Source: an optimization exercise on an open RTL-to-GDS flow (aim: small area, a short achievable clock period and few clock cycles per item). Production flows keep margins and buffers that such runs may drop.
Function was checked by simulation only, so behaviour that the tests miss may differ from the original.

## run 1
Design square_root_float, start of the top module:
module square_root_float (
    input clk, rst,
    input start,
    input [31:0] u,
    output [31:0] out,
    output done, neg_flag
);
Size: roughly 960 cells after synthesis, roughly 79 flip-flops, roughly 69 I/O pins, roughly 0.0079 mm² of cells after synthesis.
clock: 11.0 ns
lec_check: 0
cap_margin: 50
core_margin: 2
core_utilization: 40
cts_buf_list: sky130_fd_sc_hd__clkbuf_8
slew_margin: 50
standard.sh (not shown) runs the stock make flow with config.mk's settings and CLKGATE_MAP_FILE= SYNTH_SCRIPT=/design/flow/synth_recipe.tcl, a recipe that flattens the netlist after the stock synthesis.
==> flow/flow/run.sh <==
#!/bin/bash
# Standard ORFS layout (the standard.sh, unchanged synthesis), with the
# timing repair after floorplan, CTS and global routing asked to leave a
# setup slack margin, so that it sizes and buffers the critical paths.
set -euo pipefail
bash standard.sh SETUP_SLACK_MARGIN=7.0 finish > standard.log 2>&1
Testbench counts of run 1, summed over its fixed seeds: cycles 43,995, items 1,600.
Here is what was changed in the inputs of run 2 compared with run 1.
--- a/flow/flow/run.sh
+++ b/flow/flow/run.sh
@@ -4,3 +4,3 @@
 # setup slack margin, so that it sizes and buffers the critical paths.
 set -euo pipefail
-bash standard.sh SETUP_SLACK_MARGIN=7.0 finish > standard.log 2>&1
+bash standard.sh SETUP_SLACK_MARGIN=6.7 finish > standard.log 2>&1
--- a/flow/config.mk
+++ b/flow/config.mk
@@ -10,3 +10,3 @@
 export CORE_UTILIZATION = 40
 export CTS_BUF_LIST = sky130_fd_sc_hd__clkbuf_8
-export SLEW_MARGIN = 50
+export SLEW_MARGIN = 60
--- outcome ---
- Higher fraction of area in registers among run 1 and run 2: run 2
- [compare] base=run 1 new=run 2: multi-input logic area decreased by 270 µm² relative to the old numbers, fraction of the cycle the final worst path needs increased by 1.7 points relative to the old numbers, slew at the pin closest to its max-slew limit decreased by 0.061 ns relative to the old numbers.
- Summary: with run 1 as the reference, wire length in run 2 moved down by a few percent.
- A end point of the critical path of done is what run 2 shows, while X[24]$_DFFE_PP_ belongs to run 1.
Changes in run 3 relative to run 2:
--- a/flow/config.mk
+++ b/flow/config.mk
@@ -8,5 +8,5 @@
 export CAP_MARGIN = 50
 export CORE_MARGIN = 2
-export CORE_UTILIZATION = 40
+export CORE_UTILIZATION = 55
 export CTS_BUF_LIST = sky130_fd_sc_hd__clkbuf_8
-export SLEW_MARGIN = 60
+export SLEW_MARGIN = 70
## What came out
Run 3: no failed stages, no open violations at the end
Post-route cell area (run 3 vs. run 2) increases slightly
Any difference in combined flip-flop and latch cell area between run 2 and run 3 is small enough to ignore.
Flip-flop and latch count: run 3 vs run 2 identical
Relative to run 2, post-layout worst setup margin has gone down in run 3.
[inputs] run 4 vs run 3
--- a/flow/config.mk
+++ b/flow/config.mk
@@ -8,5 +8,5 @@
 export CAP_MARGIN = 50
 export CORE_MARGIN = 2
-export CORE_UTILIZATION = 55
+export CORE_UTILIZATION = 40
 export CTS_BUF_LIST = sky130_fd_sc_hd__clkbuf_8
 export SLEW_MARGIN = 70
--- outcome ---
Going from run 3 to run 4, slack of the critical path +0.097 ns; final area now sits higher.

========
The RTL this note starts from:
==> flow/design.v <==
module square_root_float (
    input clk, rst,
    input start,
    input [31:0] u,
    output [31:0] out,
    output done, neg_flag
);
    reg        busy;
    reg  [4:0] cnt;          
    reg        hor;          
    reg        cpy;          
    reg  [3:0] shx;          
    reg  [3:0] shy_b;        
    reg        xinv, xcin;   
    reg        yinv;         
    reg        fill;         
    reg [24:0] X;
    reg        X25;
    reg [24:0] Y;
    reg  [7:0] e_out;
    reg        sgn, spec;
    wire [7:0]  E = u[30:23];
    wire [22:0] M = u[22:0];
    wire        m_zero = (M == 23'd0);
    wire        zero = (E == 8'd0) & m_zero;
    wire        one  = E[0] & m_zero;
    wire [8:0]  e_sum = 9'd127 + {1'b0, E};
    always @(posedge clk) begin
        sgn   <= u[31];
        spec  <= zero | one;
        e_out <= zero ? 8'd0 : e_sum[8:1];
    end
    wire [25:0] v  = E[0] ? {3'b001, M} : {2'b01, M, 1'b0};
    wire [25:0] x0 = v + 26'h020_0000;
    wire [25:0] y0 = v - 26'h020_0000;
    wire signed [24:0] y_h  = {fill, Y[24:1]};
    wire        [24:0] x_h  = {X25, X[24:1]};
    wire        [24:0] y_sh = y_h >>> shx;
    wire        [24:0] x_sh = x_h >> (~shy_b);
    wire [25:0] xs = {X, 1'b1} + {y_sh ^ {25{xinv}}, xcin};
    wire [25:0] ys = {Y, 1'b1} + {x_sh ^ {25{yinv}}, yinv};
    wire [24:0] xadd = xs[25:1];
    wire [24:0] yadd = ys[25:1];
    always @(posedge clk) begin
        if (!busy) begin
            X   <= x0[24:0];
            X25 <= x0[25];
            Y   <= y0[24:0];
        end else begin
            X   <= hor ? X : xadd;
            X25 <= 1'b0;
            Y   <= cpy ? xadd : yadd;
        end
    end
    wire fin = (cnt == 5'd27) | ((cnt == 5'd1) & (sgn | spec));
    assign done     = busy & fin;
    assign neg_flag = sgn;
    assign out      = {sgn, e_out, Y[22:0] & {23{~spec}}};
    wire [4:0] cnt_n = busy ? cnt + 5'd1 : 5'd1;
    wire       hor_n = (cnt_n >= 5'd19);
    wire       cpy_n = (cnt_n >= 5'd18);
    reg [3:0] sh_n;
    reg       hinv_n;
    always @(*) begin
        hinv_n = 1'b0;
        case (cnt_n)
            5'd1:  sh_n = 4'd0;    
            5'd2:  sh_n = 4'd1;
            5'd3:  sh_n = 4'd2;
            5'd4:  sh_n = 4'd3;
            5'd5:  sh_n = 4'd3;    
            5'd6:  sh_n = 4'd4;
            5'd7:  sh_n = 4'd5;
            5'd8:  sh_n = 4'd6;
            5'd9:  sh_n = 4'd7;
            5'd10: sh_n = 4'd8;
            5'd11: sh_n = 4'd9;
            5'd12: sh_n = 4'd10;
            5'd13: sh_n = 4'd11;
            5'd14: sh_n = 4'd12;
            5'd15: sh_n = 4'd12;   
            5'd16: sh_n = 4'd13;
            5'd17: sh_n = 4'd14;
            5'd18: sh_n = 4'd15;   
            5'd19: sh_n = 4'd3;    
            5'd20: begin sh_n = 4'd1; hinv_n = 1'b1; end   
            5'd21: begin sh_n = 4'd3; hinv_n = 1'b1; end   
            5'd22: sh_n = 4'd2;    
            5'd23: sh_n = 4'd1;    
            5'd24: begin sh_n = 4'd1; hinv_n = 1'b1; end   
            5'd25: begin sh_n = 4'd1; hinv_n = 1'b1; end   
            default: sh_n = 4'd1;  
        endcase
    end
    wire yneg_n = busy & yadd[24];
    always @(posedge clk) begin
        hor   <= hor_n;
        cpy   <= cpy_n;
        shx   <= sh_n;
        shy_b <= ~sh_n;
        xinv  <= hor_n ? hinv_n : ~yneg_n;
        xcin  <= ~hor_n & ~yneg_n;
        yinv  <= ~yneg_n;
        fill  <= ~hor_n & yneg_n;
    end
    always @(posedge clk, posedge rst) begin
        if (rst) begin
            busy <= 1'b0;
            cnt  <= 5'd0;
        end else begin
            cnt <= cnt_n;
            if (!busy)
                busy <= start;
            else if (fin)
                busy <= 1'b0;
        end
    end
endmodule
==> flow/config.mk <==
export PLATFORM = sky130hd
export DESIGN_NAME = square_root_float
export DESIGN_NICKNAME = square_root_float
export VERILOG_FILES = /design/flow/design.v
export SDC_FILE = /design/flow/constraint.sdc
export NUM_CORES = 4
export LEC_CHECK = 0
export CAP_MARGIN = 50
export CORE_MARGIN = 2
export CORE_UTILIZATION = 40
export SLEW_MARGIN = 70
==> flow/constraint.sdc <==
create_clock -name core_clock -period 11.0 [get_ports {clk}]
set_input_delay 2.2000 -clock core_clock [delete_from_list [all_inputs] [get_ports {clk}]]
set_output_delay 2.2000 -clock core_clock [all_outputs]
set_load 0.01 [all_outputs]
run.sh (not shown) runs the stock make flow with config.mk's settings and CLKGATE_MAP_FILE= SYNTH_SCRIPT=/design/flow/synth_recipe.tcl, a recipe that flattens the netlist after the stock synthesis.
Stock flow here: none of the scripts above is used.
The baseline finished with timing, DRC and antenna clean.
Testbench counts at the start, summed over its fixed seeds: cycles 44,800, items 1,600.
==> next run, changes <==
- SLEW_MARGIN: 70 -> 80
What happened: Wire length rises by a few percent; clock-buffer cell count does not change; worst setup slack gets worse by 1.1 ns; via count is higher slightly.
==> next run, changes <==
- CAP_MARGIN: 50 -> 80
- SLEW_MARGIN: 80 -> 90
=> Now the flow failed in detailed placement (3_5_place_dp); area after synthesis is unchanged; synthesized cell count is unchanged.
==> next run, changes <==
==> flow/flow/run.sh (new file) <==
#!/bin/bash
# Standard ORFS layout (the standard.sh, unchanged synthesis), with the
# timing repair after floorplan, CTS and global routing asked to leave a
# setup slack margin, so that it sizes and buffers the critical paths.
set -euo pipefail
bash standard.sh SETUP_SLACK_MARGIN=7 finish > standard.log 2>&1
==> flow/standard.sh (new file) <==
#!/bin/bash
# synth_recipe.tcl (not shown) runs the flow's synth.tcl, then flattens the netlist and writes it again
# the make line also repeats each setting of config.mk as NAME=value (left out here)
make -C /OpenROAD-flow-scripts/flow DESIGN_CONFIG=/design/flow/config.mk WORK_HOME=/design/flow/orfs CLKGATE_MAP_FILE= SYNTH_SCRIPT=/design/flow/synth_recipe.tcl "${@:-finish}"
- CAP_MARGIN: 80 -> 50
- SLEW_MARGIN: 90 -> 70
removed: flow/run.sh
The changed run completed without violations.
Area after synthesis stays the same.
Synthesized cell count stays the same.

-- what the ideal ports hide --
In the flow no input, the clock included, has a driving cell. The finished layouts below were timed again as built, in two steps.
Step 1 assumes that a clkbuf_16 drives the clock port and a buf_2 every other input.
Step 2 also shifts input and output timing later by t, the mid clock arrival at the registers, as if the neighbouring blocks saw the same clock.
a / b / c = ideal ports / drivers / drivers and shift; a / b = the first two.
run	t, ns	setup WS [ns]	worst slew at a driven data input, ns	pins driven straight from the clock port
run 1	0.407	7.056 / 7.052 / 6.675	0.03	1
run 2	0.410	6.864 / 6.828 / 6.565	0.04	1
run 3	0.402	6.738 / 6.738 / 6.512	0.05	1
run 4	0.413	6.835 / 6.835 / 6.525	0.04	1
the first run of note 2	0.388	6.267 / 6.267 / 6.267	0.04	1
the second run of note 2	0.392	5.215 / 5.215 / 5.215	0.04	1
the fourth run of note 2	0.386	6.819 / 6.819 / 6.752	0.04	1
After both steps setup and hold are still met in every run listed. For run 1, which loses most, drivers alone change the setup slack by -0.004 ns; drivers and shift together by -0.381 ns.
